This is an optimization exercise on Yosys and OpenROAD, whose aim is small area and a short achievable clock period, not a production implementation.
RTL that was checked went through simulation tests only; none was proved equivalent to the original.
Only the layout flow was run in runs 2 to 5; the RTL was not checked for function there.

==> flow/design.v <==
module top_level(f1,f2,p,in_1,in_2,out,clk,clk2);
input [7:0]in_1, in_2;
input clk;
input clk2;
input [15:0]p;   
input [15:0]f1,f2;  
output [15:0]out;
wire       nz1_d, nz2_d;
wire [2:0] k1_d, k2_d;
wire [6:0] xf1_d, xf2_d;
convert cv1 (.int8(in_1), .nz(nz1_d), .k(k1_d), .xf(xf1_d));
convert cv2 (.int8(in_2), .nz(nz2_d), .k(k2_d), .xf(xf2_d));
reg        nz1, nz2, s1, s2;
reg  [4:0] e1, e2;
reg  [6:0] xf1, xf2;
reg  [9:0] bm1, bm2;
always @(posedge clk) begin
  nz1 <= nz1_d;  nz2 <= nz2_d;
  e1  <= f1[14:10] + {2'b00, k1_d};
  e2  <= f2[14:10] + {2'b00, k2_d};
  xf1 <= xf1_d;  xf2 <= xf2_d;
  s1  <= f1[15]; s2  <= f2[15];
  bm1 <= f1[9:0]; bm2 <= f2[9:0];
end
wire [18:7] P1_d, P2_d;
mult mu1 (.xf(xf1), .bm(bm1), .P(P1_d));
mult mu2 (.xf(xf2), .bm(bm2), .P(P2_d));
reg [18:7] P1, P2;
reg [4:0]  g1, g2;
reg        z1, z2, t1, t2;
always @(posedge clk) begin
  P1 <= P1_d;  P2 <= P2_d;
  g1 <= e1;    g2 <= e2;
  z1 <= nz1;   z2 <= nz2;
  t1 <= s1;    t2 <= s2;
end
wire [15:0] m1, m2;
mult_norm mn1 (.nz(z1), .s(t1), .e0(g1), .P(P1), .C(m1));
mult_norm mn2 (.nz(z2), .s(t2), .e0(g2), .P(P2), .C(m2));
wire        sge;
wire [13:0] sML_d, sMS_d;
wire [4:0]  sLe_d;
wire        sLs_d, sop_d, sbz_d;
compare_adder #(.W(15)) cp1 (.A(m1[14:0]), .B(m2[14:0]), .ge(sge));
shift_adder sa1 (.A(m1), .B(m2), .ge(sge), .ML(sML_d), .MS(sMS_d), .Le(sLe_d), .Ls(sLs_d), .op(sop_d), .bz(sbz_d));
reg [13:0] sML, sMS;
reg [4:0]  sLe;
reg        sLs, sop, sbz;
always @(posedge clk) begin
  sML <= sML_d;
  sMS <= sMS_d;
  sLe <= sLe_d;
  sLs <= sLs_d;
  sop <= sop_d;
  sbz <= sbz_d;
end
wire [14:0] sR;
wire [15:0] S_sum;
main_adder ma1 (.ML(sML), .MS(sMS), .op(sop), .R(sR));
normalize  no1 (.R(sR), .Le(sLe), .Ls(sLs), .bz(sbz), .Z(S_sum));
wire [15:0] Y;
mux mx (.in1(out), .in2(p), .sel(clk2), .out(Y));
wire ge_p, ge_o;
compare_adder #(.W(15)) cpp (.A(S_sum[14:0]), .B(p[14:0]),   .ge(ge_p));
compare_adder #(.W(15)) cpo (.A(S_sum[14:0]), .B(out[14:0]), .ge(ge_o));
reg [15:0] aA, aB;
reg        age;
always @(posedge clk) begin
  aA  <= S_sum;
  aB  <= Y;
  age <= clk2 ? ge_p : ge_o;
end
wire [13:0] oML, oMS;
wire [4:0]  oLe_d, oE1_d;
wire        oLs_d, oop, obz_d;
wire [14:0] oR_d, oR2_d;
shift_adder sa2 (.A(aA), .B(aB), .ge(age), .ML(oML), .MS(oMS), .Le(oLe_d), .Ls(oLs_d), .op(oop), .bz(obz_d));
main_adder  ma2 (.ML(oML), .MS(oMS), .op(oop), .R(oR_d));
norm_hi     nh2 (.R(oR_d), .Le(oLe_d), .R2(oR2_d), .E1(oE1_d));
reg [14:0] oR2;
reg [4:0]  oE1;
reg        oLs, obz;
always @(posedge clk) begin
  oR2 <= oR2_d;
  oE1 <= oE1_d;
  oLs <= oLs_d;
  obz <= obz_d;
end
norm_lo nl2 (.R2(oR2), .E1(oE1), .Ls(oLs), .bz(obz), .Z(out));
endmodule
module convert(int8, nz, k, xf);
input  [7:0] int8;
output       nz;
output [2:0] k;
output [6:0] xf;
wire [7:0] x = int8;
wire [7:0] h;
assign h[7] = x[7];
assign h[6] = ~x[7] & x[6];
assign h[5] = ~|x[7:6] & x[5];
assign h[4] = ~|x[7:5] & x[4];
assign h[3] = ~|x[7:4] & x[3];
assign h[2] = ~|x[7:3] & x[2];
assign h[1] = ~|x[7:2] & x[1];
assign h[0] = ~|x[7:1] & x[0];
genvar j, q;
generate
  for (j = 0; j < 7; j = j + 1) begin : bitj
    wire [7:0] t;
    for (q = 0; q < 8; q = q + 1) begin : pos
      if (j - 7 + q >= 0) begin : v
        assign t[q] = h[q] & x[j - 7 + q];
      end else begin : z
        assign t[q] = 1'b0;
      end
    end
    assign xf[j] = |t;
  end
endgenerate
assign nz = |x;
assign k[2] = |x[7:4];
assign k[1] = h[7] | h[6] | h[3] | h[2];
assign k[0] = h[7] | h[5] | h[3] | h[1];
endmodule
module csa #(parameter W = 19) (A, B, D, S, C);
input  [W-1:0] A, B, D;
output [W-1:0] S, C;
assign S = A ^ B ^ D;
wire [W-1:0] m = (A & B) | (A & D) | (B & D);
assign C = {m[W-2:0], 1'b0};
endmodule
module mult(xf, bm, P);
input  [6:0]  xf;
input  [9:0]  bm;
output [18:7] P;
wire [7:0]  a = {1'b1, xf};
wire [10:0] b = {1'b1, bm};
wire [18:0] r0 = {8'd0, b & {11{a[0]}}};
wire [18:0] r1 = {7'd0, b & {11{a[1]}}, 1'd0};
wire [18:0] r2 = {6'd0, b & {11{a[2]}}, 2'd0};
wire [18:0] r3 = {5'd0, b & {11{a[3]}}, 3'd0};
wire [18:0] r4 = {4'd0, b & {11{a[4]}}, 4'd0};
wire [18:0] r5 = {3'd0, b & {11{a[5]}}, 5'd0};
wire [18:0] r6 = {2'd0, b & {11{a[6]}}, 6'd0};
wire [18:0] r7 = {1'd0, b, 7'd0};
wire [18:0] s1a, c1a, s1b, c1b, s2a, c2a, s2b, c2b, s3, c3, s4, c4;
csa l1a (.A(r0),  .B(r1),  .D(r2),  .S(s1a), .C(c1a));
csa l1b (.A(r3),  .B(r4),  .D(r5),  .S(s1b), .C(c1b));
csa l2a (.A(s1a), .B(c1a), .D(s1b), .S(s2a), .C(c2a));
csa l2b (.A(c1b), .B(r6),  .D(r7),  .S(s2b), .C(c2b));
csa l3  (.A(s2a), .B(c2a), .D(s2b), .S(s3),  .C(c3));
csa l4  (.A(s3),  .B(c3),  .D(c2b), .S(s4),  .C(c4));
wire [18:0] p = s4 + c4;
assign P = p[18:7];
endmodule
module mult_norm(nz, s, e0, P, C);
input         nz;
input         s;
input  [4:0]  e0;
input  [18:7] P;
output [15:0] C;
wire       n  = P[18];
wire [4:0] e1;
adder #(.W(5)) u_e1 (.A(e0), .B(5'd0), .ci(1'b1), .S(e1));
wire [9:0] m  = n ? P[17:8] : P[16:7];
wire [4:0] E  = n ? e1 : e0;
assign C = nz ? {s, E, m} : 16'h0000;
endmodule
module main_adder(ML, MS, op, R);
input  [13:0] ML, MS;
input         op;
output [14:0] R;
adder #(.W(15)) u_add (.A({1'b0, ML}), .B({op, MS ^ {14{op}}}), .ci(op), .S(R));
endmodule
module norm_hi(R, Le, R2, E1);
input  [14:0] R;
input  [4:0]  Le;
output [14:0] R2;
output [4:0]  E1;
wire        z8 = ~|R[14:7];
wire [14:0] R1 = z8 ? {R[6:0], 8'b0} : R;
wire        z4 = ~|R1[14:11];
assign R2 = z4 ? {R1[10:0], 4'b0} : R1;
wire [4:0]  c0, c1, c2, c3;
adder #(.W(5)) u_c0 (.A(Le), .B(5'd1),  .ci(1'b0), .S(c0));
adder #(.W(5)) u_c1 (.A(Le), .B(5'd29), .ci(1'b0), .S(c1));
adder #(.W(5)) u_c2 (.A(Le), .B(5'd25), .ci(1'b0), .S(c2));
adder #(.W(5)) u_c3 (.A(Le), .B(5'd21), .ci(1'b0), .S(c3));
assign E1 = z8 ? (z4 ? c3 : c2) : (z4 ? c1 : c0);
endmodule
module norm_lo(R2, E1, Ls, bz, Z);
input  [14:0] R2;
input  [4:0]  E1;
input         Ls;
input         bz;
output [15:0] Z;
wire        z2 = ~|R2[14:13];
wire [14:0] R3 = z2 ? {R2[12:0], 2'b0} : R2;
wire        z1 = ~R3[14];
wire [9:0]  mt = z1 ? R3[12:3] : R3[13:4];
wire [4:0]  d1, d2, d3;
adder #(.W(5)) u_d1 (.A(E1), .B(5'd31), .ci(1'b0), .S(d1));
adder #(.W(5)) u_d2 (.A(E1), .B(5'd30), .ci(1'b0), .S(d2));
adder #(.W(5)) u_d3 (.A(E1), .B(5'd29), .ci(1'b0), .S(d3));
wire [4:0]  E  = z2 ? (z1 ? d3 : d2) : (z1 ? d1 : E1);
assign Z = bz ? 16'h0000 : {Ls, E, mt};
endmodule
module normalize(R, Le, Ls, bz, Z);
input  [14:0] R;
input  [4:0]  Le;
input         Ls;
input         bz;
output [15:0] Z;
wire [14:0] R2;
wire [4:0]  E1;
norm_hi u_h (.R(R), .Le(Le), .R2(R2), .E1(E1));
norm_lo u_l (.R2(R2), .E1(E1), .Ls(Ls), .bz(bz), .Z(Z));
endmodule
module compare_adder #(parameter W = 15) (A, B, ge);
input  [W-1:0] A, B;
output         ge;
localparam N = (W <= 1) ? 1 : (W <= 2) ? 2 : (W <= 4) ? 4 : (W <= 8) ? 8 : (W <= 16) ? 16 : 32;
localparam LV = (N == 1) ? 0 : (N == 2) ? 1 : (N == 4) ? 2 : (N == 8) ? 3 : (N == 16) ? 4 : 5;
wire [N-1:0] gt0, lt0;
genvar i, l;
generate
  for (i = 0; i < N; i = i + 1) begin : leaf
    if (i < W) begin : b
      assign gt0[i] = A[i] & ~B[i];
      assign lt0[i] = ~A[i] & B[i];
    end else begin : z
      assign gt0[i] = 1'b0;
      assign lt0[i] = 1'b0;
    end
  end
  for (l = 0; l <= LV; l = l + 1) begin : lvl
    wire [(N >> l)-1:0] gt, lt;
    if (l == 0) begin : base
      assign gt = gt0;
      assign lt = lt0;
    end else begin : comb
      for (i = 0; i < (N >> l); i = i + 1) begin : node
        wire gh = lvl[l-1].gt[2*i+1], lh = lvl[l-1].lt[2*i+1];
        wire gl = lvl[l-1].gt[2*i],   ll = lvl[l-1].lt[2*i];
        assign gt[i] = gh | (~lh & gl);
        assign lt[i] = lh | (~gh & ll);
      end
    end
  end
endgenerate
assign ge = ~lvl[LV].lt[0];
endmodule
module shift_adder(A, B, ge, ML, MS, Le, Ls, op, bz);
input  [15:0] A, B;
input         ge;
output [13:0] ML, MS;
output [4:0]  Le;
output        Ls;
output        op;
output        bz;
wire [15:0] L = ge ? A : B;
wire [9:0]  Sm = ge ? B[9:0] : A[9:0];
wire [4:0]  d_ab, d_ba;
adder #(.W(5)) u_ab (.A(A[14:10]), .B(~B[14:10]), .ci(1'b1), .S(d_ab));
adder #(.W(5)) u_ba (.A(B[14:10]), .B(~A[14:10]), .ci(1'b1), .S(d_ba));
wire [4:0]  sh = ge ? d_ab : d_ba;
assign ML = {1'b1, L[9:0], 3'b000};
assign MS = {1'b1, Sm, 3'b000} >> sh;
assign Le = L[14:10];
assign Ls = L[15];
assign op = A[15] ^ B[15];
assign bz = (A == 16'h0000) & (B == 16'h0000);
endmodule
module adder #(parameter W = 15) (A, B, ci, S);
input  [W-1:0] A, B;
input          ci;
output [W-1:0] S;
localparam LV = (W <= 2) ? 1 : (W <= 4) ? 2 : (W <= 8) ? 3 : (W <= 16) ? 4 : 5;
wire [W:0] g0 = {A & B, ci};
wire [W:0] p0 = {A ^ B, 1'b0};
genvar i, l;
generate
  for (l = 0; l <= LV; l = l + 1) begin : lvl
    wire [W:0] g, p;
    if (l == 0) begin : base
      assign g = g0;
      assign p = p0;
    end else begin : comb
      for (i = 0; i <= W; i = i + 1) begin : node
        if ((i >> (l-1)) & 1) begin : op
          localparam integer J = ((i >> (l-1)) << (l-1)) - 1;
          assign g[i] = lvl[l-1].g[i] | (lvl[l-1].p[i] & lvl[l-1].g[J]);
          assign p[i] = lvl[l-1].p[i] & lvl[l-1].p[J];
        end else begin : pass
          assign g[i] = lvl[l-1].g[i];
          assign p[i] = lvl[l-1].p[i];
        end
      end
    end
  end
endgenerate
assign S = p0[W:1] ^ lvl[LV].g[W-1:0];
endmodule
module mux(in1, in2, sel, out);
input  [15:0] in1, in2;
input         sel;
output [15:0] out;
assign out = sel ? in2 : in1;
endmodule
==> flow/flow/run.sh <==
#!/bin/bash
set -euo pipefail
bash standard.sh synth > synth.log 2>&1
bash standard.sh SETUP_SLACK_MARGIN=9 TNS_END_PERCENT=0 "BUFFER_PORTS_ARGS=-buffer_cell sky130_fd_sc_hd__buf_2" finish > layout.log 2>&1
==> flow/standard.sh <==
#!/bin/bash
# synth_recipe.tcl (not shown) runs the flow's synth.tcl, then flattens the netlist and writes it again
# the make line also repeats each setting of config.mk as NAME=value (left out here)
make -C /OpenROAD-flow-scripts/flow DESIGN_CONFIG=/design/flow/config.mk WORK_HOME=/design/flow/orfs CLKGATE_MAP_FILE= SYNTH_SCRIPT=/design/flow/synth_recipe.tcl "${@:-finish}"
==> flow/config.mk <==
export PLATFORM = sky130hd
export DESIGN_NAME = top_level
export DESIGN_NICKNAME = top_level
export VERILOG_FILES = /design/flow/design.v
export SDC_FILE = /design/flow/constraint.sdc
export NUM_CORES = 4
export LEC_CHECK = 0
export ABC_AREA = 1
export CAP_MARGIN = 20
export CORE_MARGIN = 2
export CORE_UTILIZATION = 65
export PLACE_DENSITY = 0.75
export SLEW_MARGIN = 20
==> flow/constraint.sdc <==
create_clock -name core_clock -period 13.5 [get_ports {clk}]
set_input_delay 2.7000 -clock core_clock [delete_from_list [all_inputs] [get_ports {clk}]]
set_output_delay 2.7000 -clock core_clock [all_outputs]
set_load 0.01 [all_outputs]
==> out/metrics.cfg, run 1 <==
[clocking]
cts_tree=yes
h-tree-depth=4
worstSkewPairLatency_ns=0.45
numCtsBuffers=17
numClockSinks=172
clkTransAtPathRegs_ns=0.08
cts_root_buffer=clkbuf_16
clk_path_buf_depth=2

[worst_setup_path]
crit_top_cell=nand2_1
cpPeakStageDelay_ns=0.55
crit_type=register to register
ff2ff_path_depth=29
path_max_fanout=4
cp.buffers_inverters=4
cp.arrival_ns=5.35
worstReg2RegStart=xf2[4]
cp_top_family=adder cells
cp-startpoint=xf2[4]
start_kind=register
crit_cells=29
slowest_stage=fa_1
cp.required_ns=13.84
end_kind=register

[detailed_routing]
vias_per_cell=5.428
first_pass_iters=6
drc=0
route.vias.total=15090
wl_per_cell_um=14.82
final_antenna_net_count=0
wirelength_um=41210
drt-initial-drc-count=1250

[timing]
rsz0062_at_grt=true
relSlewSlack_pct=45.71
hold_viol_final=0
layout_setup_ws_ns=8.494
tns_ns=0
max_freq_mhz=199.7
setup_viol=0
min_period_ns=5.006
worst_pin_slew_ns=0.8082
finalCritPeriodShare_pct=37.08
skew_ns=0.02179
slew_violations=0

[floorplanning]
initial_core_util_pct=66.42
die_w_um=162.1
ios=82
core_area_um2=24460
dieHeight_um=162.1
die_area_um2=26280
row_count=57

[synthesis]
synth-main-ff-cell=dfxtp_1
ys_async_sr_fraction_pct=0
synth_enable_flop_cells=0
syn-instance-count=2337
yosysUniqueCellTypes=59
synth_area_um2=16250
ys_seq_elements=172
syn-num-nets=2649
ys_warn_count=1
syn_avg_cell_area_um2=6.952
ys_seq_area_share_pct=21.19

[min_path]
hp-start=e2[2]
worstHoldPathCells=0
hp-class=register to register

[placed_design]
dp_cells=2687
dp_hpwl_um=30910
gp_congestion=0.9665
port-buffer-count=81
placement.setup.worst_slack_ns=8.148

[global_routing]
antenna_found_initial=0
grt_util_all_layers_pct=31.27
grt_pass1_wl_um=66720
grt_pass1_vias=14353
grt_max_degree=46
grt_overflow=0

[finish]
fillers=1949
area_growth_pct=12.75
antenna_cells=0
fin_nets=2755
instances_no_fill=2780
drive_gt1_share_pct=13.23

[run_status]
outcome=finished clean

[flow_run]
cap_violations=0

[worst reg2reg max path: cells and delay by family (launching register included)]
| kind | cells | cell delay, ns |
|---|---|---|
| buffers and inverters | 4 | 0.32 |
| flip-flops | 1 | 0.38 |
| AO/OA/AOI/OAI | 5 | 0.85 |
| AND/OR/NAND/NOR | 15 | 1.01 |
| adder cells (fa/ha/maj) | 5 | 2.32 |
[area by class of cell]
type	count	area [µm²]	share of cell area (%)
multi-input cells	1642	11150	60.88
flip-flops and latches	172	3516	19.19
inverters	467	1767	9.644
repair buffers	143	885.9	4.836
clock buffers	17	425.4	2.322
well taps	324	405.4	2.213
clock inverters	15	167.7	0.9152
[kinds of logic after synthesis]
logic type | count (synthesis) | share of synthesized area, %
simple gates | 1001 | 25.69
buf+inv | 525 | 12.44
compound gates | 303 | 10.81
fa+ha+maj | 246 | 24.77
flops | 172 | 21.19
xor+xnor | 87 | 4.913
mux | 3 | 0.1848
[stage by stage]
| stage | area, µm² | hold WS [ns] | utilization (%) |
|---|---|---|---|
| after floorplan | 16300 | 0.3096 | - |
| after global placement | 16860 | 0.3106 | 68.91 |
| after detailed placement | 16860 | 0.3121 | 68.91 |
| after CTS | 17790 | 0.3306 | 72.72 |
| after global routing | 18320 | 0.3341 | 74.89 |
| final | 18320 | 0.3283 | 74.89 |
[state kept, by name, summed over array words and instances, names as in the netlist, 5 cells and up]
register / count
ma1.ML: 10
xf2: 7
P1: 12
g2: 5
aB: 16
sLe: 5
g1: 5
oE1: 5
P2: 12
bm2: 10
oR2: 14
e1: 5
bm1: 10
e2: 5
aA: 16
xf1: 7
sMS: 14
[path summary, 6_finish.rpt]
| kind | end | slack (ns) |
|---|---|---|
| setup reg to reg | P2[18] | 8.49 |
| hold / removal | g2[2] | 0.33 |
| hold reg to reg | g2[2] | 0.33 |
| setup / recovery | P2[18] | 8.49 |
[metal layers]
layer	track usage [%]	up-vias	wire [µm]
met5	0	-	0
met4	9.936	0	1058
met3	4.239	93	2569
met2	54.35	543	19670
met1	40.49	6989	17910
li1	-	7465	-
[cells in the final DEF (no fill, tap or decap), types with 6 or more instances in the layout]
master and n:
a21o_1 8, a21oi_1 52, a31oi_1 10, buf_2 81, buf_4 58, clkbuf_16 17, dfxtp_1 142, dfxtp_2 16
dfxtp_4 14, fa_1 125, ha_1 117, inv_1 444, inv_2 15, nand2_1 606, nand2_2 29, nand3_1 104
nand3b_1 14, nand4_1 20, nor2_1 149, nor2_2 6, nor2_4 10, nor3_1 23, nor4_1 14, o211ai_1 11
o21ai_0 137, o21ai_1 24, o21ai_2 7, o22ai_1 9, or2_2 6, xnor2_1 9, xor2_1 70
[synth_stat cells, types with 5 or more instances]
cell type  count  share of area, %
nand2_1      630                15
inv_1        450                10
dfxtp_1      172                21
nor2_1       155               3.6
o21ai_0      138               4.3
fa_1         126                16
ha_1         120               9.2
nand3_1      105               3.2
xor2_1        71               3.8
a21oi_1       58               1.8
clkbuf_1      38              0.88
nor3_1        28              0.86
o21ai_1       25              0.77
nand4_1       20              0.77
nand3b_1      14              0.65
nor4_1        14              0.54
xnor2_1       12              0.65
buf_2         11              0.34
o211ai_1      11              0.51
a31oi_1       10              0.39
inv_2          9              0.21
o22ai_1        9              0.35
a21o_1         8              0.37
nor2_2         8              0.31
clkinv_1       7              0.16
nand2_2        7              0.27
or2_2          6              0.23
buf_4          5              0.23
o21ai_2        5              0.27
[what timing repair did]
item,CTS,global route
endpoints found under the setup margin,71,72
endpoints found under the hold margin,0,0
resized for setup,60,68
buffers inserted,23,36
hold buffers,0,0
gates cloned,0,2
pin swaps,11,37
==> inputs of run 2 (changes only) <==
--- a/flow/design.v
+++ b/flow/design.v
@@ -19,24 +19,26 @@
   e1  <= f1[14:10] + {2'b00, k1_d};
   e2  <= f2[14:10] + {2'b00, k2_d};
   xf1 <= xf1_d;  xf2 <= xf2_d;
-  s1  <= f1[15]; s2  <= f2[15];
-  bm1 <= f1[9:0]; bm2 <= f2[9:0];
+  s1  <= f1[15] & nz1_d;
+  s2  <= f2[15] & nz2_d;
+  bm1 <= f1[9:0] & {10{nz1_d}};
+  bm2 <= f2[9:0] & {10{nz2_d}};
 end
 wire [18:7] P1_d, P2_d;
 mult mu1 (.xf(xf1), .bm(bm1), .P(P1_d));
 mult mu2 (.xf(xf2), .bm(bm2), .P(P2_d));
 reg [18:7] P1, P2;
 reg [4:0]  g1, g2;
-reg        z1, z2, t1, t2;
+reg        t1, t2;
 always @(posedge clk) begin
   P1 <= P1_d;  P2 <= P2_d;
-  g1 <= e1;    g2 <= e2;
-  z1 <= nz1;   z2 <= nz2;
+  g1 <= e1 & {5{nz1}};
+  g2 <= e2 & {5{nz2}};
   t1 <= s1;    t2 <= s2;
 end
 wire [15:0] m1, m2;
-mult_norm mn1 (.nz(z1), .s(t1), .e0(g1), .P(P1), .C(m1));
-mult_norm mn2 (.nz(z2), .s(t2), .e0(g2), .P(P2), .C(m2));
+mult_norm mn1 (.s(t1), .e0(g1), .P(P1), .C(m1));
+mult_norm mn2 (.s(t2), .e0(g2), .P(P2), .C(m2));
 wire        sge;
 wire [13:0] sML_d, sMS_d;
 wire [4:0]  sLe_d;
@@ -153,8 +155,7 @@
 wire [18:0] p = s4 + c4;
 assign P = p[18:7];
 endmodule
-module mult_norm(nz, s, e0, P, C);
-input         nz;
+module mult_norm(s, e0, P, C);
 input         s;
 input  [4:0]  e0;
 input  [18:7] P;
@@ -164,7 +165,7 @@
 adder #(.W(5)) u_e1 (.A(e0), .B(5'd0), .ci(1'b1), .S(e1));
 wire [9:0] m  = n ? P[17:8] : P[16:7];
 wire [4:0] E  = n ? e1 : e0;
-assign C = nz ? {s, E, m} : 16'h0000;
+assign C = {s, E, m};
 endmodule
 module main_adder(ML, MS, op, R);
 input  [13:0] ML, MS;
==> out/metrics.cfg, run 2 <==
[synthesis]
ys_seq_area_share_pct=20.54  ; was 21.19%
netlist_top_cells_count=nand2_1, inv_1, dfxtp_1  ; unchanged
ys_async_sr_fraction_pct=0  ; unchanged
yosys-top-cells-area=dfxtp_1, fa_1, nand2_1  ; unchanged
ys_warn_count=1  ; unchanged
syn-instance-count=2397  ; was 2337
yosys.area.top_type=dfxtp_1  ; unchanged
synth_area_um2=16570  ; was 16250 µm²
synth-main-ff-cell=dfxtp_1  ; unchanged
yosysUniqueCellTypes=61  ; was 59
synth_enable_flop_cells=0  ; unchanged
syn-num-nets=2709  ; was 2649
synth_top_area_share_pct=20.54  ; was 21.19%
yosysMostFrequentCell=nand2_1  ; unchanged
ys_seq_elements=170  ; was 172
syn_avg_cell_area_um2=6.912  ; was 6.952 µm²

[worst_setup_path]
crit_type=register to output pin  ; was register to register
ff2ff_path_depth=27  ; was 29
timing.rr.end=P1[18]  ; was P2[18]
rrSetupSlack_ns=8.73  ; was 8.49 ns
end_kind=output pin  ; was register
cp.required_ns=10.80  ; was 13.84 ns
cp.arrival_ns=2.20  ; was 5.35 ns
start_kind=register  ; unchanged
worstReg2RegStart=xf1[5]  ; was xf2[4]
path_max_fanout=12  ; was 4

[timing]
hold_viol_final=0  ; unchanged
setup_viol=0  ; unchanged
skew_ns=0.01635  ; was 0.02179 ns
worst_pin_slew_ns=0.8089  ; was 0.8082 ns
min_period_ns=4.904  ; was 5.006 ns
tns_ns=0  ; unchanged
slew_violations=0  ; unchanged
relSlewSlack_pct=45.71  ; about the same
max_freq_mhz=203.9  ; was 199.7 MHz
finalCritPeriodShare_pct=36.33  ; was 37.08%
rsz0062_at_grt=true  ; unchanged

[finish]
drive_gt1_share_pct=16.87  ; was 13.23%
antenna_cells=0  ; unchanged
fillers=1908  ; was 1949
area_growth_pct=15.97  ; was 12.75%
final_cell_mix=nand2_1, inv_1, dfxtp_1, nor2_1  ; was nand2_1, inv_1, nor2_1, dfxtp_1, o21ai_0
final_common_cell=nand2_1  ; unchanged
fin_nets=2865  ; was 2755
instances_no_fill=2896  ; was 2780
largestRegisters=aA: 16 flops, aB: 16 flops  ; unchanged

[detailed_routing]
vias_per_cell=5.377  ; was 5.428
wl_per_cell_um=15.19  ; was 14.82 µm
drc=0  ; unchanged
drt-initial-drc-count=1427  ; was 1250
first_pass_iters=6  ; unchanged
route.vias.total=15573  ; was 15.09k
final_antenna_net_count=0  ; unchanged
wirelength_um=43990  ; was 41210 µm

[floorplanning]
dieHeight_um=163.7  ; was 162.1 µm
die_w_um=163.7  ; was 162.1 µm
ios=82  ; unchanged
die_area_um2=26780  ; was 26280 µm²
initial_core_util_pct=65.99  ; was 66.42%
row_count=58  ; was 57
core_area_um2=25110  ; was 24460 µm²

[flow_run]
cap_violations=0  ; unchanged

[placed_design]
port-buffer-count=81  ; unchanged
dp_hpwl_um=32130  ; was 30910 µm
gp_congestion=0.9289  ; was 0.9665
dp_cells=2751  ; was 2687

[global_routing]
grt_pass1_vias=14906  ; was 14.35k
grt_overflow=0  ; unchanged
antenna_found_initial=0  ; unchanged
grt_max_degree=52  ; was 46
grt_pass1_wl_um=69790  ; was 66720 µm
grt_util_all_layers_pct=32.56  ; was 31.27%

[min_path]
min_to=t1  ; was g2[2]
hp-class=register to register  ; unchanged
worstHoldPathCells=0  ; unchanged
hp-start=s1  ; was e2[2]

[clocking]
numClockSinks=170  ; was 172
worstSkewPairLatency_ns=0.44  ; was 0.45 ns
h-tree-depth=4  ; unchanged
clkTransAtPathRegs_ns=0.07  ; was 0.08 ns
cts_root_buffer=clkbuf_16  ; unchanged
cts_tree=yes  ; unchanged
numCtsBuffers=17  ; unchanged
clk_path_buf_depth=2  ; unchanged

[run_status]
outcome=finished clean  ; unchanged

run 2: cell count changes in the layout (fill, tap and decap cells not counted), sizes merged, moves of 5 or more:
cell	delta
xnor2	+5
nor3	-18
nand2	+24
inv	+56
nor2	-18
o21ai	+9
buf	+54
run 2: final cells by class:
class	instances	area [µm²]	area share (%)
timing repair buffer	197	1318	6.857
multi-input combinational	1647	11390	59.29
sequential	170	3516	18.30
inverter	520	1982	10.31
clock inverter	15	168.9	0.8791
tap	330	412.9	2.149
clock buffer	17	425.4	2.214
run 2: per-layer routing:
metal  GRT usage (%)  part of all wire (%)  routed length [µm]  vias up
li1                -                     -                   -     7669
met1           40.25                    41               18180     7237
met2           58.33                    50               22010      559
met3           4.393                   5.5                2405      108
met4           10.96                   3.2                1392        0
met5               0                     0                   0        -
run 2: timing repair:
| action | CTS | global route |
|---|---|---|
| gates resized for setup | 108 | 92 |
| hold endpoints to repair | 0 | 0 |
| pin swaps | 65 | 73 |
| hold buffers | 0 | 0 |
| cloned | 1 | 1 |
| setup buffers | 77 | 34 |
| endpoints found under the setup margin | 46 | 61 |
run 2: cells by family (layout without fill, tap and decap cells):
kind of cell / Yosys count / after routing / share of synthesized area (%)
and+or+nand+nor: 990 / 991 / 25.31
buffers and inverters: 582 / 749 / 13.68
AOI/OAI and AO/OA: 313 / 314 / 10.91
adders and majority gates: 246 / 246 / 24.29
DFF: 170 / 170 / 20.54
xor gates and xnor gates: 92 / 92 / 5.022
muxes: 4 / 4 / 0.2417
run 2: critical path, cell delays in order, from the launching register on:
cell	delay (ns)
dfxtp_1	0.40
inv_1	0.14
a21oi_4	0.29
clkinvlp_4	0.19
buf_12	0.17
o21ai_1	0.27
nor2_1	0.16
buf_2	0.17
run 2: metrics by stage:
stage,hold WS [ns],setup WS (ns),cell area (µm²),utilization (%)
final,0.3309,8.596,19210,76.52
after global routing,0.3338,8.484,19210,76.52
after CTS,0.3302,8.652,18600,74.06
after detailed placement,0.3175,8.155,17140,68.25
after global placement,0.3164,8.340,17140,68.25
after floorplan,0.3096,8.838,16600,-
run 2: worst max-delay path by stage:
stage	from	end	slack (ns)	cells after the start
after CTS	bm1[5]	P1[18]	8.65	30
after global routing	aA[11]	oE1[3]	8.48	28
after floorplan	xf1[5]	P1[18]	8.84	31
final	oR2[13]	out[7]	8.60	7
after detailed placement	sop	age	8.16	36
after global placement	sop	age	8.34	36
==> inputs of run 3 (changes only) <==
--- a/flow/design.v
+++ b/flow/design.v
@@ -11,55 +11,49 @@
 convert cv1 (.int8(in_1), .nz(nz1_d), .k(k1_d), .xf(xf1_d));
 convert cv2 (.int8(in_2), .nz(nz2_d), .k(k2_d), .xf(xf2_d));
 reg        nz1, nz2, s1, s2;
-reg  [4:0] e1, e2;
+reg  [2:0] k1, k2;
+reg  [4:0] be1, be2;
 reg  [6:0] xf1, xf2;
 reg  [9:0] bm1, bm2;
 always @(posedge clk) begin
   nz1 <= nz1_d;  nz2 <= nz2_d;
-  e1  <= f1[14:10] + {2'b00, k1_d};
-  e2  <= f2[14:10] + {2'b00, k2_d};
+  k1  <= k1_d;   k2  <= k2_d;
   xf1 <= xf1_d;  xf2 <= xf2_d;
-  s1  <= f1[15] & nz1_d;
-  s2  <= f2[15] & nz2_d;
-  bm1 <= f1[9:0] & {10{nz1_d}};
-  bm2 <= f2[9:0] & {10{nz2_d}};
+  s1  <= f1[15]; s2  <= f2[15];
+  be1 <= f1[14:10]; be2 <= f2[14:10];
+  bm1 <= f1[9:0]; bm2 <= f2[9:0];
 end
 wire [18:7] P1_d, P2_d;
 mult mu1 (.xf(xf1), .bm(bm1), .P(P1_d));
 mult mu2 (.xf(xf2), .bm(bm2), .P(P2_d));
 reg [18:7] P1, P2;
-reg [4:0]  g1, g2;
-reg        t1, t2;
+reg [4:0]  e1, e2;
+reg        z1, z2, t1, t2;
 always @(posedge clk) begin
   P1 <= P1_d;  P2 <= P2_d;
-  g1 <= e1 & {5{nz1}};
-  g2 <= e2 & {5{nz2}};
+  e1 <= be1 + {2'b00, k1};
+  e2 <= be2 + {2'b00, k2};
+  z1 <= nz1;   z2 <= nz2;
   t1 <= s1;    t2 <= s2;
 end
 wire [15:0] m1, m2;
-mult_norm mn1 (.s(t1), .e0(g1), .P(P1), .C(m1));
-mult_norm mn2 (.s(t2), .e0(g2), .P(P2), .C(m2));
-wire        sge;
-wire [13:0] sML_d, sMS_d;
+mult_norm mn1 (.nz(z1), .s(t1), .e0(e1), .P(P1), .C(m1));
+mult_norm mn2 (.nz(z2), .s(t2), .e0(e2), .P(P2), .C(m2));
+wire [14:0] sR_d;
 wire [4:0]  sLe_d;
-wire        sLs_d, sop_d, sbz_d;
-compare_adder #(.W(15)) cp1 (.A(m1[14:0]), .B(m2[14:0]), .ge(sge));
-shift_adder sa1 (.A(m1), .B(m2), .ge(sge), .ML(sML_d), .MS(sMS_d), .Le(sLe_d), .Ls(sLs_d), .op(sop_d), .bz(sbz_d));
-reg [13:0] sML, sMS;
+wire        sLs_d, sbz_d;
+shift_adder sa1 (.A(m1), .B(m2), .R(sR_d), .Le(sLe_d), .Ls(sLs_d), .bz(sbz_d));
+reg [14:0] sR;
 reg [4:0]  sLe;
-reg        sLs, sop, sbz;
+reg        sLs, sbz;
 always @(posedge clk) begin
-  sML <= sML_d;
-  sMS <= sMS_d;
+  sR  <= sR_d;
   sLe <= sLe_d;
   sLs <= sLs_d;
-  sop <= sop_d;
   sbz <= sbz_d;
 end
-wire [14:0] sR;
 wire [15:0] S_sum;
-main_adder ma1 (.ML(sML), .MS(sMS), .op(sop), .R(sR));
-normalize  no1 (.R(sR), .Le(sLe), .Ls(sLs), .bz(sbz), .Z(S_sum));
+normalize no1 (.R(sR), .Le(sLe), .Ls(sLs), .bz(sbz), .Z(S_sum));
 wire [15:0] Y;
 mux mx (.in1(out), .in2(p), .sel(clk2), .out(Y));
 wire ge_p, ge_o;
@@ -72,23 +66,20 @@
   aB  <= Y;
   age <= clk2 ? ge_p : ge_o;
 end
-wire [13:0] oML, oMS;
-wire [4:0]  oLe_d, oE1_d;
-wire        oLs_d, oop, obz_d;
-wire [14:0] oR_d, oR2_d;
-shift_adder sa2 (.A(aA), .B(aB), .ge(age), .ML(oML), .MS(oMS), .Le(oLe_d), .Ls(oLs_d), .op(oop), .bz(obz_d));
-main_adder  ma2 (.ML(oML), .MS(oMS), .op(oop), .R(oR_d));
-norm_hi     nh2 (.R(oR_d), .Le(oLe_d), .R2(oR2_d), .E1(oE1_d));
-reg [14:0] oR2;
-reg [4:0]  oE1;
-reg        oLs, obz;
+wire [15:0] far_d, near_r;
+wire        near_d;
+acc_far  af (.A(aA), .B(aB), .ge(age), .Z(far_d));
+acc_near an (.A(aA), .B(aB), .ge(age), .Z(near_r), .near(near_d));
+wire bz_d = (aA == 16'h0000) & (aB == 16'h0000);
+reg [15:0] rfar, rnear;
+reg        selF, selN;
 always @(posedge clk) begin
-  oR2 <= oR2_d;
-  oE1 <= oE1_d;
-  oLs <= oLs_d;
-  obz <= obz_d;
+  rfar  <= far_d;
+  rnear <= near_r;
+  selF  <= ~near_d & ~bz_d;
+  selN  <= near_d & ~bz_d;
 end
-norm_lo nl2 (.R2(oR2), .E1(oE1), .Ls(oLs), .bz(obz), .Z(out));
+assign out = ({16{selF}} & rfar) | ({16{selN}} & rnear);
 endmodule
 module convert(int8, nz, k, xf);
 input  [7:0] int8;
@@ -155,7 +146,8 @@
 wire [18:0] p = s4 + c4;
 assign P = p[18:7];
 endmodule
-module mult_norm(s, e0, P, C);
+module mult_norm(nz, s, e0, P, C);
+input         nz;
 input         s;
 input  [4:0]  e0;
 input  [18:7] P;
@@ -165,7 +157,7 @@
 adder #(.W(5)) u_e1 (.A(e0), .B(5'd0), .ci(1'b1), .S(e1));
 wire [9:0] m  = n ? P[17:8] : P[16:7];
 wire [4:0] E  = n ? e1 : e0;
-assign C = {s, E, m};
+assign C = nz ? {s, E, m} : 16'h0000;
 endmodule
 module main_adder(ML, MS, op, R);
 input  [13:0] ML, MS;
@@ -217,6 +209,46 @@
 norm_hi u_h (.R(R), .Le(Le), .R2(R2), .E1(E1));
 norm_lo u_l (.R2(R2), .E1(E1), .Ls(Ls), .bz(bz), .Z(Z));
 endmodule
+module acc_far(A, B, ge, Z);
+input  [15:0] A, B;
+input         ge;
+output [15:0] Z;
+wire [4:0] sha, shb;
+adder #(.W(5)) u_ab (.A(A[14:10]), .B(~B[14:10]), .ci(1'b1), .S(sha));
+adder #(.W(5)) u_ba (.A(B[14:10]), .B(~A[14:10]), .ci(1'b1), .S(shb));
+wire [15:0] L  = ge ? A : B;
+wire [9:0]  Sm = ge ? B[9:0] : A[9:0];
+wire [4:0]  sh = ge ? sha : shb;
+wire        op = A[15] ^ B[15];
+wire [13:0] ML = {1'b1, L[9:0], 3'b000};
+wire [13:0] MS = {1'b1, Sm, 3'b000} >> sh;
+wire [14:0] R;
+main_adder u_add (.ML(ML), .MS(MS), .op(op), .R(R));
+wire [4:0] Le = L[14:10];
+wire [4:0] eu, ed;
+adder #(.W(5)) u_eu (.A(Le), .B(5'd1),  .ci(1'b0), .S(eu));
+adder #(.W(5)) u_ed (.A(Le), .B(5'd31), .ci(1'b0), .S(ed));
+wire [9:0] mt = R[14] ? R[13:4] : R[13] ? R[12:3] : R[11:2];
+wire [4:0] E  = R[14] ? eu : R[13] ? Le : ed;
+assign Z = {L[15], E, mt};
+endmodule
+module acc_near(A, B, ge, Z, near);
+input  [15:0] A, B;
+input         ge;
+output [15:0] Z;
+output        near;
+wire [5:0] dd;
+adder #(.W(6)) u_d (.A({1'b0, A[14:10]}), .B(~{1'b0, B[14:10]}), .ci(1'b1), .S(dd));
+assign near = (A[15] ^ B[15]) & ((dd == 6'd0) | (dd == 6'd1) | (dd == 6'h3f));
+wire sh0 = A[10] ^ B[10];
+wire [15:0] L  = ge ? A : B;
+wire [9:0]  Sm = ge ? B[9:0] : A[9:0];
+wire [11:0] NL = {1'b1, L[9:0], 1'b0};
+wire [11:0] NS = sh0 ? {2'b01, Sm} : {1'b1, Sm, 1'b0};
+wire [11:0] D;
+adder #(.W(12)) u_sub (.A(NL), .B(~NS), .ci(1'b1), .S(D));
+normalize u_n (.R({1'b0, D, 2'b00}), .Le(L[14:10]), .Ls(L[15]), .bz(1'b0), .Z(Z));
+endmodule
 module compare_adder #(parameter W = 15) (A, B, ge);
 input  [W-1:0] A, B;
 output         ge;
@@ -251,25 +283,25 @@
 endgenerate
 assign ge = ~lvl[LV].lt[0];
 endmodule
-module shift_adder(A, B, ge, ML, MS, Le, Ls, op, bz);
+module shift_adder(A, B, R, Le, Ls, bz);
 input  [15:0] A, B;
-input         ge;
-output [13:0] ML, MS;
+output [14:0] R;
 output [4:0]  Le;
 output        Ls;
-output        op;
 output        bz;
-wire [15:0] L = ge ? A : B;
-wire [9:0]  Sm = ge ? B[9:0] : A[9:0];
-wire [4:0]  d_ab, d_ba;
+wire ge;
+compare_adder #(.W(15)) u_c (.A(A[14:0]), .B(B[14:0]), .ge(ge));
+wire [4:0] d_ab, d_ba;
 adder #(.W(5)) u_ab (.A(A[14:10]), .B(~B[14:10]), .ci(1'b1), .S(d_ab));
 adder #(.W(5)) u_ba (.A(B[14:10]), .B(~A[14:10]), .ci(1'b1), .S(d_ba));
-wire [4:0]  sh = ge ? d_ab : d_ba;
-assign ML = {1'b1, L[9:0], 3'b000};
-assign MS = {1'b1, Sm, 3'b000} >> sh;
+wire [13:0] MSa = {1'b1, B[9:0], 3'b000} >> d_ab;
+wire [13:0] MSb = {1'b1, A[9:0], 3'b000} >> d_ba;
+wire [15:0] L  = ge ? A : B;
+wire [13:0] MS = ge ? MSa : MSb;
+wire        op = A[15] ^ B[15];
+main_adder u_add (.ML({1'b1, L[9:0], 3'b000}), .MS(MS), .op(op), .R(R));
 assign Le = L[14:10];
 assign Ls = L[15];
-assign op = A[15] ^ B[15];
 assign bz = (A == 16'h0000) & (B == 16'h0000);
 endmodule
 module adder #(parameter W = 15) (A, B, ci, S);
--- a/flow/config.mk
+++ b/flow/config.mk
@@ -8,6 +8,5 @@
 export ABC_AREA = 1
 export CAP_MARGIN = 20
 export CORE_MARGIN = 2
-export CORE_UTILIZATION = 65
-export PLACE_DENSITY = 0.75
+export CORE_UTILIZATION = 40
 export SLEW_MARGIN = 20
==> out/metrics.cfg, run 3 <==
[floorplanning]
dieHeight_um=217.4  ; was 163.7 µm
ios=82  ; unchanged
core_area_um2=45190  ; was 25110 µm²
initial_core_util_pct=40.29  ; was 65.99%
row_count=78  ; was 58
die_area_um2=47240  ; was 26780 µm²
die_w_um=217.4  ; was 163.7 µm

[placed_design]
port-buffer-count=81  ; unchanged
placed_area_um2=19040  ; was 17140 µm²
gp_congestion=0.9438  ; was 0.9289
dp_hpwl_um=39370  ; was 32130 µm

[detailed_routing]
final_antenna_net_count=0  ; unchanged
route.vias.total=16875  ; was 15.57k
drc=0  ; unchanged
drt-initial-drc-count=1146  ; was 1427
first_pass_iters=7  ; was 6
wl_per_cell_um=14.60  ; was 15.19 µm
wirelength_um=49770  ; was 43990 µm
vias_per_cell=4.952  ; was 5.377

[global_routing]
antenna_found_initial=1  ; was 0
grt_pass1_vias=16125  ; was 14.91k
grt_overflow=0  ; unchanged
grt_pass1_wl_um=80500  ; was 69790 µm
grt_max_degree=41  ; was 52
grt_util_all_layers_pct=21.20  ; was 32.56%

[worst_setup_path]
crit_top_cell=inv_1
slowest_stage=fa_1  ; was dfxtp_1
cp.arrival_ns=5.01  ; was 2.20 ns
crit_type=register to register  ; was register to output pin
cpPeakStageDelay_ns=0.57  ; was 0.40 ns
cp.required_ns=13.87  ; was 10.80 ns
path_cells=nand2_1 -> inv_1 -> fa_1 -> inv_1 -> fa_1 -> fa_1 -> fa_1 -> inv_1 -> ha_4 -> a21oi_2 -> inv_1 -> nand2_1 -> inv_1 -> or2_2 -> a21oi_4 -> o21bai_2 -> nand2_1 -> nand2_2 -> inv_1 -> o21ai_2 -> a21o_1 -> buf_4 -> xor2_1  ; was inv_1 -> a21oi_4 -> clkinvlp_4 -> buf_12 -> o21ai_1 -> nor2_1 -> buf_2
start_kind=register  ; unchanged
path_max_fanout=8  ; was 12
end_kind=register  ; was output pin

[synthesis]
ys_seq_area_share_pct=19.79  ; was 20.54%
netlist_top_cells_count=nand2_1, inv_1, dfxtp_1  ; unchanged
syn-instance-count=2676  ; was 2397
synth_enable_flop_cells=0  ; unchanged
yosysUniqueCellTypes=63  ; was 61
synth_area_um2=18210  ; was 16570 µm²
syn_avg_cell_area_um2=6.804  ; was 6.912 µm²
yosys.area.top_type=dfxtp_1  ; unchanged
ys_seq_elements=180  ; was 170
yosysMostFrequentCell=nand2_1  ; unchanged
yosys-top-cells-area=dfxtp_1, nand2_1, fa_1  ; was dfxtp_1, fa_1, nand2_1
ys_warn_count=1  ; unchanged
ys_async_sr_fraction_pct=0  ; unchanged
synth-main-ff-cell=dfxtp_1  ; unchanged
syn-num-nets=2999  ; was 2709
synth_top_area_share_pct=19.79  ; was 20.54%

[finish]
area_growth_pct=15.16  ; was 15.97%
stdcell_area_um2=20970  ; was 19210 µm²
final_cell_mix=nand2_1, inv_1, nor2_1, dfxtp_1, o21ai_0  ; was nand2_1, inv_1, dfxtp_1, nor2_1
multi_input_area_um2=12790  ; was 11390 µm²
fillers=4553  ; was 1908
largestRegisters=aA: 16 flops, aB: 16 flops, rfar: 16 flops  ; was aA: 16 flops, aB: 16 flops
fin_nets=3119  ; was 2865
drive_gt1_share_pct=15.14  ; was 16.87%
seq_area_um2=3661  ; was 3516 µm²
final_common_cell=nand2_1  ; unchanged

[clocking]
clkTransAtPathRegs_ns=0.07  ; about the same
numClockSinks=180  ; was 170
worstSkewPairLatency_ns=0.48  ; was 0.44 ns
clk_path_buf_depth=2  ; unchanged
cts_root_buffer=clkbuf_16  ; unchanged
cts_tree=yes  ; unchanged
numCtsBuffers=17  ; unchanged
h-tree-depth=4  ; unchanged

[timing]
finalCritPeriodShare_pct=34.36  ; was 36.33%
slew_violations=0  ; unchanged
rsz0062_at_grt=true  ; unchanged
worst_pin_slew_ns=0.9370  ; was 0.8089 ns
tns_ns=0  ; unchanged
skew_ns=0.01434  ; was 0.01635 ns
hold_viol_final=0  ; unchanged
setup_viol=0  ; unchanged
relSlewSlack_pct=36.87  ; was 45.71%
max_freq_mhz=215.6  ; was 203.9 MHz
min_period_ns=4.639  ; was 4.904 ns

[min_path]
hp-class=register to register  ; unchanged

[flow_run]
cap_violations=0  ; unchanged

[run_status]
outcome=finished clean  ; unchanged

-- run 3: cell types whose count changed in the layout (fill, tap and decap cells not counted), sizes merged, moves of 11 or more --
cell	previous run	this run
nand3	111	146
nor2	147	182
a22o	0	11
nor3	10	28
nand2	663	772
nand3b	17	4
buf	197	163
-- run 3: critical path, delay by kind of cell, from the launching register on --
family	cells	cell delay, ns
compound gates	5	0.64
flops	1	0.38
xor+xnor	1	0.13
buf+inv	7	0.48
fa+ha+maj	5	2.28
simple gates	5	0.59
-- run 3: worst paths after layout --
| path | startpoint | end | slack, ns | cells past startpoint |
|---|---|---|---|---|
| setup reg to reg | xf1[2] | P1[17] | 8.86 | 23 |
| hold / removal | nz2 | z2 | 0.33 | 0 |
| hold reg to reg | nz2 | z2 | 0.33 | 0 |
| setup / recovery | xf1[2] | P1[17] | 8.86 | 23 |
-- run 3: per-stage QoR --
stage               utilization, %  setup slack, ns  std cells  hold slack, ns
floorplan                        -            8.975       2676          0.3096
global route                 46.40            8.601       3407          0.3315
global placement             42.14            7.664       3295          0.3115
finish                       46.40            8.861       3408          0.3267
CTS                          45.21            8.860       3368          0.3290
detailed placement           42.14            7.664       3295          0.3136
-- run 3: timing repair --
action | 4_1_cts | 5_1_grt
gates resized for setup | 135 | 56
hold buffers | 0 | 0
pin swaps | 22 | 48
gates cloned | 2 | 4
setup endpoints to repair | 59 | 59
setup buffers | 41 | 35
-- run 3: cells by family after synthesis --
family	count (synthesis)	synth area share, %
AO/OA/AOI/OAI	358	11.63
XOR/XNOR	85	4.192
adder cells (fa/ha/maj)	257	22.90
buffers and inverters	600	13.17
flip-flops	180	19.79
multiplexers	9	0.4948
AND/OR/NAND/NOR	1187	27.82
-- run 3: layout make-up --
| cell class | instances | share of cell area, % |
|---|---|---|
| Multi-Input combinational cell | 1898 | 60.98 |
| Sequential cell | 180 | 17.46 |
| Inverter | 532 | 9.762 |
| Timing Repair Buffer | 164 | 5.239 |
| Tap cell | 600 | 3.580 |
| Clock buffer | 17 | 2.029 |
| Clock inverter | 13 | 0.8414 |
| Timing Repair inverter | 3 | 0.09548 |
| Antenna cell | 1 | 0.01193 |
-- run 3: layer usage --
metal  up-vias  track usage [%]  part of all wire (%)
met5         -                0                     0
met4         0            5.890                   1.8
met3        60            3.857                   4.8
met2       408            36.77                    49
met1      7846            26.89                    45
li1       8561                -                     -
==> inputs of run 4 (changes only) <==
--- a/flow/config.mk
+++ b/flow/config.mk
@@ -8,5 +8,6 @@
 export ABC_AREA = 1
 export CAP_MARGIN = 20
 export CORE_MARGIN = 2
-export CORE_UTILIZATION = 40
+export CORE_UTILIZATION = 65
+export PLACE_DENSITY = 0.75
 export SLEW_MARGIN = 20
==> out/metrics.cfg, run 4 <==
[detailed_routing]
final_antenna_net_count=0  ; unchanged
first_pass_iters=5  ; was 7
wl_per_cell_um=15.48  ; was 14.60 µm
wirelength_um=49120  ; was 49770 µm
vias_per_cell=5.534  ; was 4.952
route.vias.total=17559  ; was 16.88k
drt-initial-drc-count=1509  ; was 1146
drc=0  ; unchanged

[clocking]
numCtsBuffers=17  ; unchanged
postCtsHoldBufs=0  ; unchanged
cts_root_buffer=clkbuf_16  ; unchanged
cts_tree=yes  ; unchanged
clk_path_buf_depth=2  ; unchanged
h-tree-depth=4  ; unchanged
clkTransAtPathRegs_ns=0.07  ; about the same
numClockSinks=180  ; unchanged
worstSkewPairLatency_ns=0.46  ; was 0.48 ns

[synthesis]
yosys-top-cells-area=dfxtp_1, nand2_1, fa_1  ; unchanged
yosys.area.top_type=dfxtp_1  ; unchanged
yosysMostFrequentCell=nand2_1  ; unchanged
syn_avg_cell_area_um2=6.804  ; unchanged
netlist_top_cells_count=nand2_1, inv_1, dfxtp_1  ; unchanged
ys_seq_elements=180  ; unchanged
ys_async_sr_fraction_pct=0  ; unchanged
ys_warn_count=1  ; unchanged
synth_top_area_share_pct=19.79  ; unchanged
syn-num-nets=2999  ; unchanged
synth_enable_flop_cells=0  ; unchanged
yosysUniqueCellTypes=63  ; unchanged
ys_seq_area_share_pct=19.79  ; unchanged
syn-instance-count=2676  ; unchanged
synth-main-ff-cell=dfxtp_1  ; unchanged
synth_area_um2=18210  ; unchanged

[global_routing]
grt_overflow=0  ; unchanged
grt_max_degree=49  ; was 41
grt_util_all_layers_pct=33.20  ; was 21.20%
grt_pass1_vias=16416  ; was 16.13k
antenna_found_initial=0  ; was 1
grt_pass1_wl_um=77880  ; was 80500 µm

[finish]
final_cell_mix=nand2_1, inv_1, nor2_1, dfxtp_1, o21ai_0  ; unchanged
seq_area_um2=3680  ; was 3661 µm²
fillers=2256  ; was 4553
drive_gt1_share_pct=15.10  ; was 15.14%
final_common_cell=nand2_1  ; unchanged
multi_input_area_um2=12740  ; was 12790 µm²
antenna_cells=0  ; was 1
area_growth_pct=12.91  ; was 15.16%
largestRegisters=aA: 16 flops, aB: 16 flops, rfar: 16 flops  ; unchanged
fin_nets=3105  ; was 3119
finish.utilization_pct=74.20  ; was 46.40%

[timing]
rsz0062_at_grt=true  ; unchanged
tns_ns=0  ; unchanged
slew_violations=0  ; unchanged
max_freq_mhz=219.9  ; was 215.6 MHz
min_period_ns=4.548  ; was 4.639 ns
hold_viol_final=0  ; unchanged
finalCritPeriodShare_pct=33.69  ; was 34.36%
setup_viol=0  ; unchanged
skew_ns=0.007599  ; was 0.01434 ns
worst_pin_slew_ns=0.9300  ; was 0.9370 ns
relSlewSlack_pct=37.34  ; was 36.87%

[worst_setup_path]
cp.arrival_ns=1.85  ; was 5.01 ns
cp.required_ns=10.80  ; was 13.87 ns
end_kind=output pin  ; was register
path_max_fanout=13  ; was 8
crit_type=register to output pin  ; was register to register
start_kind=register  ; unchanged

[floorplanning]
dieHeight_um=171.4  ; was 217.4 µm
die_area_um2=29370  ; was 47240 µm²
row_count=61  ; was 78
die_w_um=171.4  ; was 217.4 µm
ios=82  ; unchanged
core_area_um2=27710  ; was 45190 µm²
initial_core_util_pct=65.72  ; was 40.29%

[min_path]
hp-class=register to register  ; unchanged

[placed_design]
dp_hpwl_um=37630  ; was 39370 µm
port-buffer-count=81  ; unchanged
gp_congestion=1.067  ; was 0.9438

[flow_run]
cap_violations=0  ; unchanged

[run_status]
outcome=finished clean  ; unchanged

==> run 4: cell types whose count changed in the layout (fill, tap and decap cells not counted), sizes merged <==
cell / previous run / this run
nand2: 772 / 770
diode: 1 / 0
inv: 529 / 531
clkbuf: 18 / 21
buf: 163 / 153
clkinv: 6 / 4
clkinvlp: 10 / 7
==> run 4: repair_timing <==
item | in CTS | in global routing
setup endpoints to repair | 57 | 56
resized for setup | 110 | 83
pin swaps | 16 | 40
gates cloned | 1 | 1
setup buffers | 21 | 46
==> run 4: critical path: stages, from the launching register on <==
cell,delay (ns)
dfxtp_1,0.62
inv_1,0.20
o22ai_1,0.35
buf_2,0.21
==> run 4: cell type report <==
type,instances,share of cell area (%)
multi-input cells,1896,61.99
clock inverters,12,0.8156
well taps,378,2.301
clock buffers,20,2.222
flip-flops and latches,180,17.90
repair inverters,1,0.03652
repair buffers,154,4.827
inverters,532,9.909
==> run 4: path summary, 6_finish.rpt <==
| path | start | end | slack, ns | cells after the start |
|---|---|---|---|---|
| max reg2reg | xf2[5] | P2[18] | 8.96 | 20 |
| min reg2reg | nz2 | z2 | 0.33 | 0 |
| max | selN | out[14] | 8.95 | 3 |
| min | nz2 | z2 | 0.33 | 0 |
==> run 4: cell families (layout without fill, tap and decap cells) <==
group,Yosys count,count (layout),share of synthesized area [%]
flip-flops,180,180,19.79
AO/OA/AOI/OAI,358,358,11.63
XOR/XNOR,85,85,4.192
adder cells (fa/ha/maj),257,257,22.90
buffers and inverters,600,719,13.17
multiplexers,9,9,0.4948
AND/OR/NAND/NOR,1187,1187,27.82
==> run 4: stage by stage <==
step                cell area [µm²]  std cells  hold WS (ns)  setup slack, ns
CTS                           19910       3126        0.3300            8.910
global placement              18750       3072        0.3157            8.352
floorplan                     18230       2676        0.3096            8.975
finish                        20560       3173        0.3315            8.952
detailed placement            18750       3072        0.3121            8.147
global route                  20560       3173        0.3361            8.704
==> run 4: metal layers <==
metal  up-vias  wire, µm  track usage [%]  part of all wire [%]
met1      8140     20970            44.11                    43
li1       8528         -                -                     -
met2       752     22840            54.91                    46
met5         -         0                0                     0
met4         0      1643            12.20                   3.3
met3       139      3668            5.131                   7.5
==> inputs of run 5 (changes only) <==
--- a/flow/config.mk
+++ b/flow/config.mk
@@ -8,6 +8,6 @@
 export ABC_AREA = 1
 export CAP_MARGIN = 20
 export CORE_MARGIN = 2
-export CORE_UTILIZATION = 65
-export PLACE_DENSITY = 0.75
+export CORE_UTILIZATION = 75
+export PLACE_DENSITY = 0.85
 export SLEW_MARGIN = 20
==> out/metrics.cfg, run 5 <==
[min_path]
hp-class=register to register  ; unchanged

[global_routing]
grt_pass1_vias=17953  ; was 16.42k
grt_pass1_wl_um=85250  ; was 77880 µm
grt_max_degree=34  ; was 49
grt_util_all_layers_pct=40.80  ; was 33.20%
antenna_found_initial=0  ; unchanged
grt_overflow=0  ; unchanged

[synthesis]
ys_warn_count=1  ; unchanged
yosysUniqueCellTypes=63  ; unchanged
yosys.area.top_type=dfxtp_1  ; unchanged
synth_enable_flop_cells=0  ; unchanged
synth_top_area_share_pct=19.79  ; unchanged
ys_seq_area_share_pct=19.79  ; unchanged
syn-instance-count=2676  ; unchanged
synth_area_um2=18210  ; unchanged
synth-main-ff-cell=dfxtp_1  ; unchanged
syn_avg_cell_area_um2=6.804  ; unchanged
syn-num-nets=2999  ; unchanged
yosys-top-cells-area=dfxtp_1, nand2_1, fa_1  ; unchanged
ys_seq_elements=180  ; unchanged
yosysMostFrequentCell=nand2_1  ; unchanged
netlist_top_cells_count=nand2_1, inv_1, dfxtp_1  ; unchanged
ys_async_sr_fraction_pct=0  ; unchanged

[floorplanning]
die_w_um=159.8  ; was 171.4 µm
initial_core_util_pct=75.53  ; was 65.72%
row_count=57  ; was 61
core_area_um2=24110  ; was 27710 µm²
dieHeight_um=159.8  ; was 171.4 µm
die_area_um2=25540  ; was 29370 µm²
ios=82  ; unchanged

[detailed_routing]
first_pass_iters=14  ; was 5
route.vias.total=18916  ; was 17.56k
wirelength_um=56530  ; was 49120 µm
drt-initial-drc-count=2306  ; was 1509
final_antenna_net_count=0  ; unchanged
drc=0  ; unchanged
vias_per_cell=6.034  ; was 5.534
wl_per_cell_um=18.03  ; was 15.48 µm

[timing]
min_period_ns=4.846  ; was 4.548 ns
rsz0062_at_grt=true  ; unchanged
relSlewSlack_pct=33.93  ; was 37.34%
setup_viol=0  ; unchanged
hold_viol_final=0  ; unchanged
max_freq_mhz=206.4  ; was 219.9 MHz
finalCritPeriodShare_pct=35.89  ; was 33.69%
skew_ns=0.01939  ; was 0.007599 ns
tns_ns=0  ; unchanged
slew_violations=0  ; unchanged
worst_pin_slew_ns=0.9807  ; was 0.9300 ns

[worst_setup_path]
end_kind=register  ; was output pin
cp.required_ns=13.85  ; was 10.80 ns
cp.arrival_ns=5.19  ; was 1.85 ns
crit_type=register to register  ; was register to output pin
start_kind=register  ; unchanged
path_max_fanout=11  ; was 13

[clocking]
postCtsHoldBufs=0  ; unchanged
worstSkewPairLatency_ns=0.46  ; about the same
numClockSinks=180  ; unchanged
h-tree-depth=4  ; unchanged
cts_tree=yes  ; unchanged
clk_path_buf_depth=2  ; unchanged
numCtsBuffers=17  ; unchanged
cts_root_buffer=clkbuf_16  ; unchanged
clkTransAtPathRegs_ns=0.07  ; about the same

[placed_design]
port-buffer-count=81  ; unchanged
dp_hpwl_um=38040  ; was 37630 µm
gp_congestion=0.9877  ; was 1.067

[flow_run]
cap_violations=0  ; unchanged

[run_status]
outcome=finished clean  ; unchanged

[finish]
fin_nets=3121  ; was 3105
fillers=1435  ; was 2256
largestRegisters=aA: 16 flops, aB: 16 flops, rfar: 16 flops  ; unchanged
final_cell_mix=nand2_1, inv_1, nor2_1, dfxtp_1, o21ai_0  ; unchanged
antenna_cells=0  ; unchanged
multi_input_area_um2=12760  ; was 12740 µm²
final_common_cell=nand2_1  ; unchanged
drive_gt1_share_pct=15.62  ; was 15.10%
seq_area_um2=3676  ; was 3680 µm²
area_growth_pct=12.91  ; unchanged

-- run 5: cell count changes in the layout (fill, tap and decap cells not counted), sizes merged --
cell	before	now
buf	153	166
clkinvlp	7	11
bufinv	3	0
clkinv	4	6
clkbuf	21	20
nand2	770	771
-- run 5: logic make-up after synthesis --
logic type      share of synthesized area [%]
buf+inv                                 13.17
compound gates                          11.63
simple gates                            27.82
mux                                    0.4948
flops                                   19.79
xor+xnor                                4.192
fa+ha+maj                               22.90
-- run 5: area by class of cell --
type | count | share of cell area, %
Multi-Input combinational cell | 1897 | 62.09
Sequential cell | 180 | 17.88
Inverter | 532 | 9.915
Timing Repair Buffer | 168 | 5.246
Clock buffer | 18 | 2.136
Tap cell | 324 | 1.972
Clock inverter | 14 | 0.6878
Timing Repair inverter | 2 | 0.07304
-- run 5: repair_timing --
action / in CTS / in global routing
pin swaps: 20 / 42
buffers inserted: 30 / 51
setup endpoints to repair: 58 / 59
resized for setup: 109 / 87
cloned: 2 / 1
-- run 5: per-stage QoR --
| stage | setup WS [ns] | hold WS (ns) | utilization (%) | instances | instance area (µm²) |
|---|---|---|---|---|---|
| after floorplan | 8.975 | 0.3096 | - | 2676 | 18230 |
| final | 8.654 | 0.3368 | 85.28 | 3135 | 20560 |
| after CTS | 8.829 | 0.3396 | 82.36 | 3083 | 19850 |
| after global placement | 8.298 | 0.3113 | 77.55 | 3019 | 18690 |
| after global routing | 8.494 | 0.3437 | 85.28 | 3135 | 20560 |
| after detailed placement | 8.041 | 0.3257 | 77.55 | 3019 | 18690 |
-- run 5: final timing paths --
path	endpoint	slack (ns)	from	depth (start not counted)
min reg2reg	t1	0.34	s1	0
max reg2reg	P2[18]	8.65	xf2[5]	18
max	P2[18]	8.65	xf2[5]	18
min	t1	0.34	s1	0
-- run 5: worst max-delay path, stage by stage (launching register included) --
cell and delay, ns:
dfxtp_4 0.40, nand2_1 0.08, inv_1 0.05, fa_1 0.54
inv_1 0.07, fa_1 0.57, fa_1 0.44, fa_1 0.49
inv_1 0.04, ha_1 0.31, a21o_1 0.21, a21o_1 0.21
a21oi_4 0.21, o21bai_4 0.12, a21oi_4 0.21, o21ai_2 0.10
a21o_1 0.22, a21oi_1 0.24, xor2_1 0.24
-- run 5: per-layer routing --
| metal | routed length (µm) | GRT usage (%) | vias to the layer above |
|---|---|---|---|
| li1 | - | - | 8579 |
| met1 | 20840 | 49.71 | 8606 |
| met2 | 26430 | 70.27 | 1354 |
| met3 | 5549 | 6.779 | 377 |
| met4 | 3708 | 20.19 | 0 |
| met5 | 0 | 0 | - |

==> afterwards: timing with drivers on the ports <==
The results above use ideal ports. As a check the final layouts listed here were re-extracted and re-timed, cells and wires unchanged. Step 1 (the two cells are an assumption about what drives the block):
set clk [get_ports {clk}]
set_driving_cell -lib_cell sky130_fd_sc_hd__clkbuf_16 $clk
set_driving_cell -lib_cell sky130_fd_sc_hd__buf_2 [delete_from_list [all_inputs] $clk]
Step 2, shift: input delay + t, output delay - t, t = (earliest + latest rising clock arrival at the registers) / 2. This alone moves slack from input paths to output paths. Slacks: ideal / step 1 / step 2; pairs: ideal / step 1.
run	t, ns	setup slack, ns	clock arrival spread, ns	worst register clock-pin slew, ns
run 1	0.493	8.494 / 8.494 / 8.494	0.023 / 0.023	0.09 / 0.09
run 2	0.479	8.596 / 8.544 / 8.707	0.019 / 0.019	0.08 / 0.08
run 3	0.532	8.861 / 8.811 / 8.861	0.020 / 0.020	0.08 / 0.08
run 4	0.503	8.952 / 8.902 / 8.958	0.009 / 0.010	0.07 / 0.07
run 5	0.502	8.654 / 8.654 / 8.654	0.020 / 0.020	0.09 / 0.09
After both steps setup and hold are still met in every run listed.
